This is an optimization exercise on Yosys and OpenROAD, whose aim is small area, a short achievable clock period and few clock cycles, not a production implementation. Function was checked by simulation only, so behaviour that the tests miss may differ from the original. No activity file was given, so power comes from the tool's default toggle rates.

== pepper ==
==> flow/design.v <==
module ARM(
	input clk,
	input rst,
	output [31:0] imem_addr,
	input  [31:0] imem_rdata,
	output [31:0] dmem_addr,
	output [31:0] dmem_wdata,
	output dmem_we,
	output dmem_re,
	input  [63:0] dmem_rdata,
	input  dmem_ready,
	output reg wb_en,
	output reg [3:0] wb_dest,
	output reg [31:0] wb_value
);
	reg [31:0] pc;
	reg [31:0] ir;
	reg ir_v;
	reg [4:0] rot_n;
	reg sh_lsl, sh_lsr;
	wire stall;
	wire mispredict;
	wire [31:0] pc_inc = pc + 32'd4;
	wire pred_if = (imem_rdata[27:26] == 2'b10) & (imem_rdata[31:28] != 4'hF);
	wire [31:0] pred_target = pc_inc + {{6{imem_rdata[23]}}, imem_rdata[23:0], 2'b00};
	wire [31:0] recover = pc - {{6{ir[23]}}, ir[23:0], 2'b00};
	assign imem_addr = pc;
	wire [4:0] sh_n_if = imem_rdata[25] ? {imem_rdata[11:8], 1'b0} : imem_rdata[11:7];
	wire lsl_if = ~imem_rdata[25] & (imem_rdata[6:5] == 2'b00);
	wire lsr_if = ~imem_rdata[25] & (imem_rdata[6] ^ imem_rdata[5]);
	always @(posedge clk or posedge rst)
		if (rst) begin
			pc <= 32'd0;
			ir_v <= 1'b0;
		end else if (!stall) begin
			pc <= mispredict ? recover : (pred_if ? pred_target : pc_inc);
			ir_v <= ~mispredict;
		end
	always @(posedge clk)
		if (!stall) begin
			ir <= imem_rdata;
			rot_n <= lsl_if ? (5'd0 - sh_n_if) : sh_n_if;
			sh_lsl <= lsl_if;
			sh_lsr <= lsr_if;
		end
	wire [3:0] cond = ir[31:28];
	wire [1:0] mode = ir[27:26];
	wire       imm  = ir[25];
	wire [3:0] opc  = ir[24:21];
	wire       s    = ir[20];
	wire [3:0] rn   = ir[19:16];
	wire [3:0] rd   = ir[15:12];
	wire is_dp  = (mode == 2'b00);
	wire is_mem = (mode == 2'b01);
	wire is_br  = (mode == 2'b10);
	wire is_ldr = is_mem & s;
	wire is_str = is_mem & ~s;
	wire op_and = (opc == 4'b0000);
	wire op_eor = (opc == 4'b0001);
	wire op_sub = (opc == 4'b0010);
	wire op_add = (opc == 4'b0100);
	wire op_adc = (opc == 4'b0101);
	wire op_sbc = (opc == 4'b0110);
	wire op_tst = (opc == 4'b1000);
	wire op_cmp = (opc == 4'b1010);
	wire op_orr = (opc == 4'b1100);
	wire op_mov = (opc == 4'b1101);
	wire op_mvn = (opc == 4'b1111);
	wire op_valid = op_and | op_eor | op_sub | op_add | op_adc | op_sbc |
	                op_tst | op_cmp | op_orr | op_mov | op_mvn;
	reg [3:0] flags;
	wire fz = flags[3], fc = flags[2], fn = flags[1], fv = flags[0];
	reg cpass;
	always @(*) begin
		case (cond)
			4'h0: cpass = fz;
			4'h1: cpass = ~fz;
			4'h2: cpass = fc;
			4'h3: cpass = ~fc;
			4'h4: cpass = fn;
			4'h5: cpass = ~fn;
			4'h6: cpass = fv;
			4'h7: cpass = ~fv;
			4'h8: cpass = fc & ~fz;
			4'h9: cpass = ~fc | fz;
			4'hA: cpass = ~(fn ^ fv);
			4'hB: cpass = fn ^ fv;
			4'hC: cpass = ~fz & ~(fn ^ fv);
			4'hD: cpass = fz | ~fv;
			4'hE: cpass = 1'b1;
			default: cpass = 1'b0;
		endcase
	end
	wire ok = ir_v & cpass;
	reg [31:0] rf [0:15];
	reg [15:0] rw;
	wire        rf_we;
	wire [31:0] rf_wd;
	always @(posedge clk)
		if (rf_we) rf[rd] <= rf_wd;
	always @(posedge clk or posedge rst)
		if (rst) rw <= 16'd0;
		else if (rf_we) rw[rd] <= 1'b1;
	wire [3:0] fi_rn  = imem_rdata[19:16];
	wire [3:0] fi_ra2 = (imem_rdata[27:26] == 2'b01) ? imem_rdata[15:12] : imem_rdata[3:0];
	wire [15:0] oh_a = 16'd1 << fi_rn;
	wire [15:0] oh_m = 16'd1 << fi_ra2;
	reg [31:0] rd_a, rd_m;
	integer i;
	always @(*) begin
		rd_a = 32'd0;
		rd_m = 32'd0;
		for (i = 0; i < 16; i = i + 1) begin
			rd_a = rd_a | ({32{oh_a[i]}} & rf[i]);
			rd_m = rd_m | ({32{oh_m[i]}} & rf[i]);
		end
	end
	wire wr_a = |(oh_a & rw);
	wire wr_m = |(oh_m & rw);
	wire [31:0] fi_a = (rf_we & (rd == fi_rn))  ? rf_wd : wr_a ? rd_a : {28'd0, fi_rn};
	wire [31:0] fi_m = (rf_we & (rd == fi_ra2)) ? rf_wd : wr_m ? rd_m : {28'd0, fi_ra2};
	reg [31:0] a, rmv;
	always @(posedge clk)
		if (!stall) begin
			a <= fi_a;
			rmv <= fi_m;
		end
	wire [4:0] sh_n = ir[11:7];
	wire [31:0] rot_in = imm ? {24'd0, ir[7:0]} : rmv;
	wire [31:0] r0 = rot_n[0] ? {rot_in[0], rot_in[31:1]} : rot_in;
	wire [31:0] r1 = rot_n[1] ? {r0[1:0], r0[31:2]} : r0;
	wire [31:0] r2 = rot_n[2] ? {r1[3:0], r1[31:4]} : r1;
	wire [31:0] r3 = rot_n[3] ? {r2[7:0], r2[31:8]} : r2;
	wire [31:0] r4 = rot_n[4] ? {r3[15:0], r3[31:16]} : r3;
	wire [31:0] sh_mask = sh_lsl ? (32'hFFFFFFFF << sh_n) :
	                      sh_lsr ? (32'hFFFFFFFF >> sh_n) : 32'hFFFFFFFF;
	wire [31:0] b = is_mem ? {{20{ir[11]}}, ir[11:0]} :
	                (~imm & ir[4]) ? 32'd0 : (r4 & sh_mask);
	wire arith = is_mem | (is_dp & (op_add | op_adc | op_sub | op_sbc | op_cmp));
	wire inv   = is_dp & (op_sub | op_sbc | op_cmp);
	wire cin   = is_dp & ((op_adc | op_sbc) ? fn : (op_sub | op_cmp));
	wire [31:0] bx = inv ? ~b : b;
	wire [32:0] sum = {1'b0, a} + {1'b0, bx} + {32'd0, cin};
	wire a32 = is_dp & op_cmp & a[31];
	wire b32 = inv & ~(op_cmp & b[31]);
	wire cout_ar = a32 ^ b32 ^ sum[32];
	wire v_ar = ((a[31] ~^ bx[31]) ^ (is_dp & op_sbc)) & (sum[31] ^ a[31]);
	reg [31:0] logic_res;
	always @(*) begin
		case (opc[3:2])
			2'b00:   logic_res = op_eor ? (a ^ b) : (a & b);    
			2'b10:   logic_res = a & b;                         
			default: logic_res = opc[1] ? ~b : (opc[0] ? b : (a | b));  
		endcase
	end
	wire [31:0] res = arith ? sum[31:0] : logic_res;
	wire [3:0] new_flags = {(res == 32'd0), arith & cout_ar, res[31], arith & v_ar};
	reg busy, m_we;
	reg [31:0] m_addr, m_wdata;
	wire [31:0] addr_c = a + {{20{ir[11]}}, ir[11:0]};
	wire do_ldr = ok & is_ldr;
	wire do_str = ok & is_str;
	reg lb_v;
	reg [7:0]  lb_tag;
	reg [63:0] lb_d;
	wire hit = lb_v & (lb_tag == addr_c[10:3]);
	wire [31:0] hit_word = addr_c[2] ? lb_d[63:32] : lb_d[31:0];
	wire ld_bus = do_ldr & ~hit;
	reg ld_wait;
	wire bus_free = ~busy | dmem_ready;
	wire ld_done = ld_wait & dmem_ready;
	wire ld_fill = ld_done;
	wire issue = (do_str | (ld_bus & ~ld_wait)) & bus_free;
	assign stall = (do_str & ~bus_free) | (ld_bus & ~ld_done);
	always @(posedge clk or posedge rst)
		if (rst) begin
			busy <= 1'b0;
			ld_wait <= 1'b0;
		end else begin
			if (issue) busy <= 1'b1;
			else if (dmem_ready) busy <= 1'b0;
			if (ld_bus & ~ld_wait & bus_free) ld_wait <= 1'b1;
			else if (dmem_ready) ld_wait <= 1'b0;
		end
	always @(posedge clk)
		if (issue) begin
			m_we <= is_str;
			m_addr <= addr_c;
			m_wdata <= rmv;
		end
	always @(posedge clk or posedge rst)
		if (rst) lb_v <= 1'b0;
		else if (do_str & bus_free & hit) lb_v <= 1'b0;
		else if (ld_fill) lb_v <= 1'b1;
	always @(posedge clk)
		if (ld_fill) begin
			lb_tag <= addr_c[10:3];
			lb_d <= dmem_rdata;
		end
	assign dmem_addr = m_addr;
	assign dmem_wdata = m_wdata;
	assign dmem_we = busy & m_we;
	assign dmem_re = busy & ~m_we;
	wire [31:0] ld_word = hit ? hit_word : (m_addr[2] ? dmem_rdata[63:32] : dmem_rdata[31:0]);
	wire dp_we = ok & is_dp & op_valid & ~op_cmp & ~op_tst;
	assign rf_we = dp_we | (do_ldr & (hit | ld_done));
	assign rf_wd = is_mem ? ld_word : res;
	wire flags_we = ~stall & ok & ((is_dp & op_valid & (s | op_cmp | op_tst)) | is_ldr);
	always @(posedge clk or posedge rst)
		if (rst) flags <= 4'd0;
		else if (flags_we) flags <= new_flags;
	assign mispredict = ir_v & is_br & (cond != 4'hF) & ~cpass;
	always @(posedge clk or posedge rst)
		if (rst) wb_en <= 1'b0;
		else wb_en <= rf_we;
	always @(posedge clk) begin
		wb_dest <= rd;
		wb_value <= rf_wd;
	end
endmodule
==> flow/config.mk <==
export PLATFORM = sky130hd
export DESIGN_NAME = ARM
export DESIGN_NICKNAME = ARM
export VERILOG_FILES = /design/flow/design.v
export SDC_FILE = /design/flow/constraint.sdc
export NUM_CORES = 4
export LEC_CHECK = 0
export CAP_MARGIN = 20
export CORE_MARGIN = 2
export CORE_UTILIZATION = 40
export SETUP_SLACK_MARGIN = 0.5
export SLEW_MARGIN = 20
==> flow/constraint.sdc <==
create_clock -name core_clock -period 18.0 [get_ports {clk}]
set_input_delay 3.6000 -clock core_clock [delete_from_list [all_inputs] [get_ports {clk}]]
set_output_delay 3.6000 -clock core_clock [all_outputs]
set_load 0.01 [all_outputs]
standard.sh (not shown) runs the stock make flow with config.mk's settings and CLKGATE_MAP_FILE= SYNTH_SCRIPT=/design/flow/synth_recipe.tcl, a recipe that flattens the netlist after the stock synthesis.
==> flow/flow/run.sh <==
#!/bin/bash
set -euo pipefail
bash standard.sh finish SETUP_SLACK_MARGIN=12 > standard_flow.log 2>&1
Testbench counts of pepper, summed over its fixed seeds: cycles 121,395.
Inputs modified between pepper and nickel:
--- a/flow/design.v
+++ b/flow/design.v
@@ -154,17 +154,32 @@
 		endcase
 	end
 	wire [31:0] res = arith ? sum[31:0] : logic_res;
-	wire [3:0] new_flags = {(res == 32'd0), arith & cout_ar, res[31], arith & v_ar};
+	wire [31:0] zp = a ^ bx;
+	wire [31:0] zt = {a[30:0] | bx[30:0], cin};
+	wire z_sum = &(zp ~^ zt);
+	wire z_logic = (logic_res == 32'd0);
+	wire [3:0] new_flags = {arith ? z_sum : z_logic, arith & cout_ar, res[31], arith & v_ar};
 	reg busy, m_we;
 	reg [31:0] m_addr, m_wdata;
 	wire [31:0] addr_c = a + {{20{ir[11]}}, ir[11:0]};
 	wire do_ldr = ok & is_ldr;
 	wire do_str = ok & is_str;
-	reg lb_v;
-	reg [7:0]  lb_tag;
-	reg [63:0] lb_d;
-	wire hit = lb_v & (lb_tag == addr_c[10:3]);
-	wire [31:0] hit_word = addr_c[2] ? lb_d[63:32] : lb_d[31:0];
+	localparam LB = 2;
+	reg [LB-1:0] lb_v;
+	reg [8:0]  lb_tag [0:LB-1];
+	reg [31:0] lb_d   [0:LB-1];
+	reg lb_ptr;
+	reg [LB-1:0] lb_hit;
+	reg [31:0] hit_word;
+	integer j;
+	always @(*) begin
+		hit_word = 32'd0;
+		for (j = 0; j < LB; j = j + 1) begin
+			lb_hit[j] = lb_v[j] & (lb_tag[j] == addr_c[10:2]);
+			hit_word = hit_word | ({32{lb_hit[j]}} & lb_d[j]);
+		end
+	end
+	wire hit = |lb_hit;
 	wire ld_bus = do_ldr & ~hit;
 	reg ld_wait;
 	wire bus_free = ~busy | dmem_ready;
@@ -189,13 +204,21 @@
 			m_wdata <= rmv;
 		end
 	always @(posedge clk or posedge rst)
-		if (rst) lb_v <= 1'b0;
-		else if (do_str & bus_free & hit) lb_v <= 1'b0;
-		else if (ld_fill) lb_v <= 1'b1;
-	always @(posedge clk)
-		if (ld_fill) begin
-			lb_tag <= addr_c[10:3];
-			lb_d <= dmem_rdata;
+		if (rst) begin
+			lb_v <= {LB{1'b0}};
+			lb_ptr <= 1'b0;
+		end else if (do_str & bus_free) begin
+			lb_v <= lb_v & ~lb_hit;
+		end else if (ld_fill) begin
+			lb_v[lb_ptr] <= 1'b1;
+			lb_ptr <= ~lb_ptr;
+		end
+	always @(posedge clk)
+		for (j = 0; j < LB; j = j + 1) begin
+			if (ld_fill & (lb_ptr == j)) begin
+				lb_tag[j] <= addr_c[10:2];
+				lb_d[j] <= m_addr[2] ? dmem_rdata[63:32] : dmem_rdata[31:0];
+			end
 		end
 	assign dmem_addr = m_addr;
 	assign dmem_wdata = m_wdata;
## What came out
- In summary, nickel completed successfully, with a layout that passed the timing, design-rule and antenna checks.
- Cmp pepper and nickel / sequential power / lower: pepper
- Sequential cell area in the final layout | nickel above pepper
- From pepper to nickel the numbers moved as follows: synthesized instance count went up by about 0.4%; number of buffers inserted by port buffering held steady.
- Relative to pepper, the sink count of the clock tree of nickel is higher by 12.
- The run showing the greater post-synthesis sequential element count is nickel.
- Diff pepper..nickel | portion of the layout cell area used by clock cells | negligible
Testbench counts of nickel, summed over its fixed seeds: cycles 112,813.

[afterwards: timing with drivers on the ports]
How much do the figures lean on ideal ports? The routed layouts below were timed once more, with nothing changed but the port constraints. Step 1 assumes that a clkbuf_16 drives the clock port and a buf_2 every other input. Step 2 also shifts input and output timing later by t, the mid clock arrival at the registers, as if the neighbouring blocks saw the same clock. Three values: no drivers, after step 1, after step 2; two values: the first two.
run	t, ns	setup WS [ns]	worst slew at a driven data input, ns
pepper	0.764	11.700 / 11.701 / 10.938	0.12
nickel	0.795	11.996 / 12.033 / 11.247	0.08
After both steps every run listed still meets setup and hold. For pepper, which loses most, drivers alone change the setup slack by +0.001 ns; drivers and shift together by -0.762 ns.
